From an optimization exercise on the open Yosys and OpenROAD flow, aimed at small area; shortcuts taken in it are not production practice.
At most, simulation tests tie the RTL to the original design; equivalence was not proved.
Power and IR drop assume default switching activity.

==> v9 <==
==> flow/design.v (excerpt) <==
module top(
    input clk,
    input rst,
    input [1:0] mode_switch,
    output [1:0] rail,
    input [3:0] row1,
    output [2:0] col1,
    output speaker1,
    input [3:0] row2,
    output [2:0] col2,
    output speaker2,
    input wire uart_rx,
    output wire uart_tx,
    output notes_left,
    output notes_right,
    output [6:0] seg,
    output [7:0] an,
    output red, green, blue,
    output red_r, green_r, blue_r,
    output reg [1:0] send_note,
    output counter
);
    localparam [13:0] L14_1     = 14'h0001;
    localparam [13:0] L14_5208  = 14'h3027;
    localparam [13:0] L14_6246  = 14'h2206;
    localparam [13:0] L14_10415 = 14'h1be3;
    localparam [13:0] L14_10416 = 14'h37c6;
    localparam [13:0] L14_M3    = 14'h3800;   
    localparam [13:0] L14_M2    = 14'h3000;   
    localparam [15:0] L16_50000 = 16'h290f;
    localparam [23:0] L24_2001  = 24'h127758;
  ...
Settings: LEC_CHECK=0, CAP_MARGIN=20, CORE_MARGIN=2, CORE_UTILIZATION=40, SLEW_MARGIN=20; clock period 14.0 ns.
run.sh (not shown) runs the stock make flow with config.mk's settings and CLKGATE_MAP_FILE= SYNTH_SCRIPT=/design/flow/synth_recipe.tcl, a recipe that flattens the netlist after the stock synthesis.
==> v26 (differences from v9) <==
--- a/flow/design.v
+++ b/flow/design.v
@@ -321,11 +321,11 @@
     wire scan_wrap = (sq == 4'd9) && (sr == L14_6246);
     always @(posedge clk) begin
         if (!rst || scan_wrap || sr_end) sr <= 14'd0;
         else sr <= l14(sr);
     end
-    always @(posedge clk or negedge rst) begin
+    always @(posedge clk) begin
         if (!rst) begin
             sq <= 4'd0;
             col_sel <= 2'd0;
             col <= 3'b000;
             blk <= L8_M1;
@@ -346,11 +346,11 @@
     assign col1 = col;
     assign col2 = col;
     reg [7:0] cnt_val;
     reg       cnt_tx;
     wire cnt_load = (blk == L8_249) && (sr == L14_1);
-    always @(posedge clk or negedge rst) begin
+    always @(posedge clk) begin
         if (!rst) begin
             cnt_val <= 8'd0;
             cnt_tx <= 1'b1;
         end else if (cnt_load) begin
             case (sq)
@@ -420,11 +420,11 @@
         end else begin
             kc1 <= l24(kv1);
             kc2 <= l24(kv2);
         end
     end
-    always @(posedge clk or negedge rst) begin
+    always @(posedge clk) begin
         if (!rst) begin
             pk1 <= 1'b0; pk2 <= 1'b0;
             kp1 <= 1'b0; kp2 <= 1'b0;
             note1 <= 4'd15;
             note2 <= 4'd0;
@@ -509,11 +509,11 @@
         if (!rst || z1 || w1) pc1 <= 19'd0;
         else pc1 <= pc1 + 19'd1;
         if (!rst || z2 || w2) pc2 <= 17'd0;
         else pc2 <= pc2 + 17'd1;
     end
-    always @(posedge clk or negedge rst) begin
+    always @(posedge clk) begin
         if (!rst) begin
             spk1 <= 1'b0;
             spk2 <= 1'b0;
         end else begin
             spk1 <= ~z1 & (spk1 ^ w1);
@@ -543,11 +543,11 @@
     endgenerate
     wire [3:0] st1_n = st1 ^ hit1;
     wire [3:0] st2_n = st2 ^ hit2;
     wire kx = ((|hit1) & ~(&st1_n)) | ((|hit2) & ~(&st2_n));
     reg kd1, btn;
-    always @(posedge clk or negedge rst) begin
+    always @(posedge clk) begin
         if (!rst) begin
             st1 <= 4'b1111;
             st2 <= 4'b1111;
             kd1 <= 1'b0;
             btn <= 1'b0;
@@ -566,11 +566,11 @@
     reg [3:0] bidx;
     reg txb;
     reg [13:0] btm;
     wire uready = (txs == 2'd0);
     wire bdone = (btm == L14_10416);
-    always @(posedge clk or negedge rst) begin
+    always @(posedge clk) begin
         if (!rst) begin
             ust <= 2'd0;
             usend <= 1'b0;
         end else begin
             usend <= 1'b0;
@@ -613,11 +613,11 @@
             4'd7: fbit = 1'b1;
             4'd8: fbit = 1'b0;
             default: fbit = 1'b1;
         endcase
     end
-    always @(posedge clk or negedge rst) begin
+    always @(posedge clk) begin
         if (!rst) begin
             txs <= 2'd0;
             txb <= 1'b1;
         end else begin
             case (txs)
@@ -641,11 +641,11 @@
     reg [2:0] ridx;
     reg [7:0] sh;
     reg rdy, rdy_d;
     wire r_mid = (rtm == L14_5208);
     wire r_end = (rtm == L14_10416);
-    always @(posedge clk or negedge rst) begin
+    always @(posedge clk) begin
         if (!rst) begin
             rxs <= 2'd0;
             rdy <= 1'b0;
             rdy_d <= 1'b0;
         end else begin
@@ -682,11 +682,11 @@
     wire inc1 = rdy_d & isC;
     wire inc2 = rdy_d & isc;
     wire ge1 = q1[4] | q1[3] | (q1[2] & q1[1]);
     wire ge2 = q2[4] | q2[3] | (q2[2] & q2[1]);
     wire [1:0] sn_next = (rdy & isR) ? 2'b01 : (rdy & isr) ? 2'b10 : send_note;
-    always @(posedge clk or negedge rst) begin
+    always @(posedge clk) begin
         if (!rst) begin
             q1 <= 5'd0; o1 <= 4'd0;
             q2 <= 5'd0; o2 <= 4'd0;
             endgame <= 1'b0;
             right_win <= 1'b0;
@@ -711,11 +711,11 @@
                 right_win <= 1'b1;
             end
         end
     end
     reg [20:0] gt;
-    always @(posedge clk or negedge rst) begin
+    always @(posedge clk) begin
         if (!rst) gt <= 21'd2047;
         else gt <= gt + 21'd1;
     end
     wire [2:0] dsel = gt[13:11];
     reg [3:0] digit;
@@ -756,11 +756,11 @@
         if (!rst || pm_zero) pm <= 7'd0;
         else pm <= pm + 7'd1;
     end
     wire lta = (pm < pa);
     wire ltb = (pm < pb);
-    always @(posedge clk or negedge rst) begin
+    always @(posedge clk) begin
         if (!rst) begin
             dir <= 2'd0;
             pa <= 8'd50;
             pb <= 8'd0;
             lr <= 1'b0; lg <= 1'b0; lb <= 1'b0;
@@ -789,11 +789,11 @@
     assign blue = lb;
     assign red_r = lr;
     assign green_r = lg;
     assign blue_r = lb;
     reg [3:0] lf;
-    always @(posedge clk or negedge rst) begin
+    always @(posedge clk) begin
         if (!rst) lf <= 4'b1011;
         else lf <= {lf[2:0], lf[3] ^ lf[2]};
     end
     assign rail = {lf[2], lf[1] | (lf[3:1] == 3'b000)};
     wire mclr = (send_note == 2'b00) || (sn_next != send_note);
==> flow/config.mk (replaced) <==
export PLATFORM = sky130hd
export DESIGN_NAME = top
export DESIGN_NICKNAME = top
export VERILOG_FILES = /design/flow/design.v
export SDC_FILE = /design/flow/constraint.sdc
export NUM_CORES = 4
export LEC_CHECK = 0
export ABC_AREA = 1
export CAP_MARGIN = 20
export CORE_MARGIN = 2
export CORE_UTILIZATION = 40
export SLEW_MARGIN = 20
==> results.txt <==
- v26 went through all stages and came out clean. v9 produced a clean layout.
- Against v26, the combinational power of v9 is lower by 46%.
- Against v9, the synthesized cell count of v26 is larger by 24%.
- First-iteration DRC count: v9 is higher than v26 (about 22%).
- Between v26 and v9, the lower design area is in v26 (gap 0.22%, measured against v9).
==> figures <==
Result of the run: v9 no timing/DRC/antenna violations; v26 no timing/DRC/antenna violations
Met3 wirelength from detailed routing: v9 2970 um; v26 3300 um
Minimum setup slack among reg-to-reg paths: v9 9.42 ns; v26 10.13 ns
Slowest cell on the critical path: v9 ha_1; v26 edfxtp_1
Die W: v9 247 um; v26 246 um
Data-path buffer share of cell area in the final layout: v9 0.0226; v26 0.0218
Fillers: v9 5,673; v26 5,953
Power consumed by the clock network: v9 0.00122 W; v26 0.00134 W
Detailed Route Iter0 Violations: v9 1,689; v26 1,385
Synthesized-area fraction occupied by ao, oa, aoi and oai cells: v9 0.140; v26 0.108
Only the layout flow was run in v26; the RTL was not checked for function there.

========
==> 01-10 <==
top, a different RTL version from the one above (not shown whole).
Settings: LEC_CHECK=0, ABC_AREA=0, CAP_MARGIN=0, CORE_MARGIN=2, CORE_UTILIZATION=70, CTS_CLUSTER_DIAMETER=150, CTS_CLUSTER_SIZE=25, SLEW_MARGIN=0; clock period 14.0 ns.
==> inputs of 06-06, as changes to 01-10 <==
- CTS_CLUSTER_DIAMETER: 150 -> 100
==> comparison table <==
Met2 WL: 01-10 24.0 mm; 06-06 24.1 mm
Routed len/inst: 01-10 16.9 µm; 06-06 16.9 µm
Arrival time worst endpoint: 01-10 4.62 ns; 06-06 4.65 ns
Routing usage on met2: 01-10 50.0%; 06-06 50.0%
Actual slew at the worst max-slew pin: 01-10 1.27 ns; 06-06 1.22 ns
Met1 Track Usage GR: 01-10 39.9%; 06-06 40.1%
Run status: 01-10 finished clean; 06-06 finished clean
Via total after detailed routing: 01-10 18799; 06-06 18785
Final wirelength: 01-10 50.8 mm; 06-06 50.8 mm
Worst IR Drop VDD: 01-10 0.000103 V; 06-06 0.000131 V
Comb power: 01-10 0.000208 W; 06-06 0.000209 W
Area of the multi-input gates: 01-10 12700 µm²; 06-06 12700 µm²
Via count of the first global-routing pass: 01-10 17612; 06-06 17503
WL met3: 01-10 2.98 mm; 06-06 2.89 mm
Final hold slack: 01-10 0.434 ns; 06-06 0.434 ns
Share of the final layout cell area in sequential cells: 01-10 37.8%; 06-06 37.7%
PD cells: 01-10 91.8 nW/µm²; 06-06 93.0 nW/µm²

========
==> v13: inputs <==
Another version of the RTL of top (not shown whole).
export LEC_CHECK = 0
export ABC_AREA = 1
export CAP_MARGIN = 0
export CORE_MARGIN = 2
export CORE_UTILIZATION = 70
export CTS_CLUSTER_DIAMETER = 100
export CTS_CLUSTER_SIZE = 25
export SLEW_MARGIN = 0
create_clock -name core_clock -period 14.0 [get_ports {clk}]
==> inputs of v33, as changes to v13 <==
Settings changed: ABC_AREA 1 to 0, CTS_CLUSTER_DIAMETER 100 to 60, CTS_CLUSTER_SIZE 25 to 30.
==> results.txt <==
v13 passed the timing, design-rule and antenna checks. v33 went through all stages and came out clean.
Of v13 and v33, v13 has the higher sequential share of layout area (gap 0.29 points).
Total power: v13 is smaller than v33 (9.2%).
In sequential power, v33 and v13 hardly differ.
Against v33, the global-route usage of v13 is higher by 1.9 points.
In sequential cell count, v33 and v13 do not differ.
Of v33 and v13, v13 has the higher via count (gap 10%, measured against v13).
Between v13 and v33, the lower non-clock buffer count is in v13 (gap 8).
In v13 the final area is smaller than in v33, by 0.81%.
First-iteration DRC count: v33 is lower than v13 (about 18%).
==> figures <==
| quantity | v13 | v33 |
|---|---|---|
| Outcome | complete, no violations | complete, no violations |
| Mean Syn Cell Area | 7.10 µm² | 8.64 µm² |
| Final setup skew | 0.0395 ns | 0.0168 ns |
| Area of the mapped netlist | 22600 µm² | 22500 µm² |
| Sequential Power Share | 0.589 | 0.536 |
| Switch share | 0.251 | 0.260 |
| Minimum clock period after layout | 6.64 ns | 7.46 ns |
| Achievable clock frequency | 151 MHz | 134 MHz |
| Share of post-route cells with drive strength above 1 | 0.0347 | 0.0443 |
| Library cell contributing the largest single delay on the critical path | dfxtp_1 | clkinv_1 |
| Register clock-pin slew on the reported worst setup and hold paths | 0.11 ns | 0.10 ns |
| Combinational power | 211 µW | 208 µW |
| Worst max-slew margin expressed relative to the limit | 0.322 | 0.165 |
| Multi-input comb cells | 2131 | 1921 |
| Post-detail-place hpwl | 40100 µm | 34600 µm |
| Ratio of routed vias to standard cells | 5.74 | 6.24 |
| Cell area power density | 92.9 nW/µm² | 101 nW/µm² |
| Final Cell Area | 23900 µm² | 24100 µm² |
| WL per Instance | 15.2 µm | 17.4 µm |
| Most frequently used cell type in the post-synthesis netlist | nand2_1 | dfxtp_1 |
Function was not checked in any run of this note: the RTL went through the layout flow alone.

## re-timing with driven ports
The results above use ideal ports. As a check the final layouts listed here were re-extracted and re-timed, cells and wires unchanged.
Step 1 assumes that a clkbuf_16 drives the clock port and a buf_2 every other input.
Step 2 times the ports against the registers' clock, not the clock port: input delays grow and output delays shrink by t, the midpoint of the rising clock arrivals with the driver on.
Three values: no drivers, after step 1, after step 2; two values: the first two.
| run | t, ns | setup slack, ns | cell pins on the clock port's net |
|---|---|---|---|
| v9 | 0.641 | 6.242 / 6.184 / 6.815 | 1 |
| v26 | 0.649 | 7.020 / 6.962 / 7.612 | 1 |
| 01-10 | 0.592 | 6.583 / 6.527 / 7.119 | 1 |
| 06-06 | 0.589 | 6.550 / 6.497 / 7.086 | 1 |
| v13 | 0.604 | 7.357 / 7.305 / 6.953 | 1 |
| v33 | 0.614 | 6.543 / 6.488 / 6.730 | 1 |
After both steps every run listed still meets setup and hold. The setup slack of v13, which loses most, moves by -0.052 ns with the drivers and by -0.404 ns with both steps.
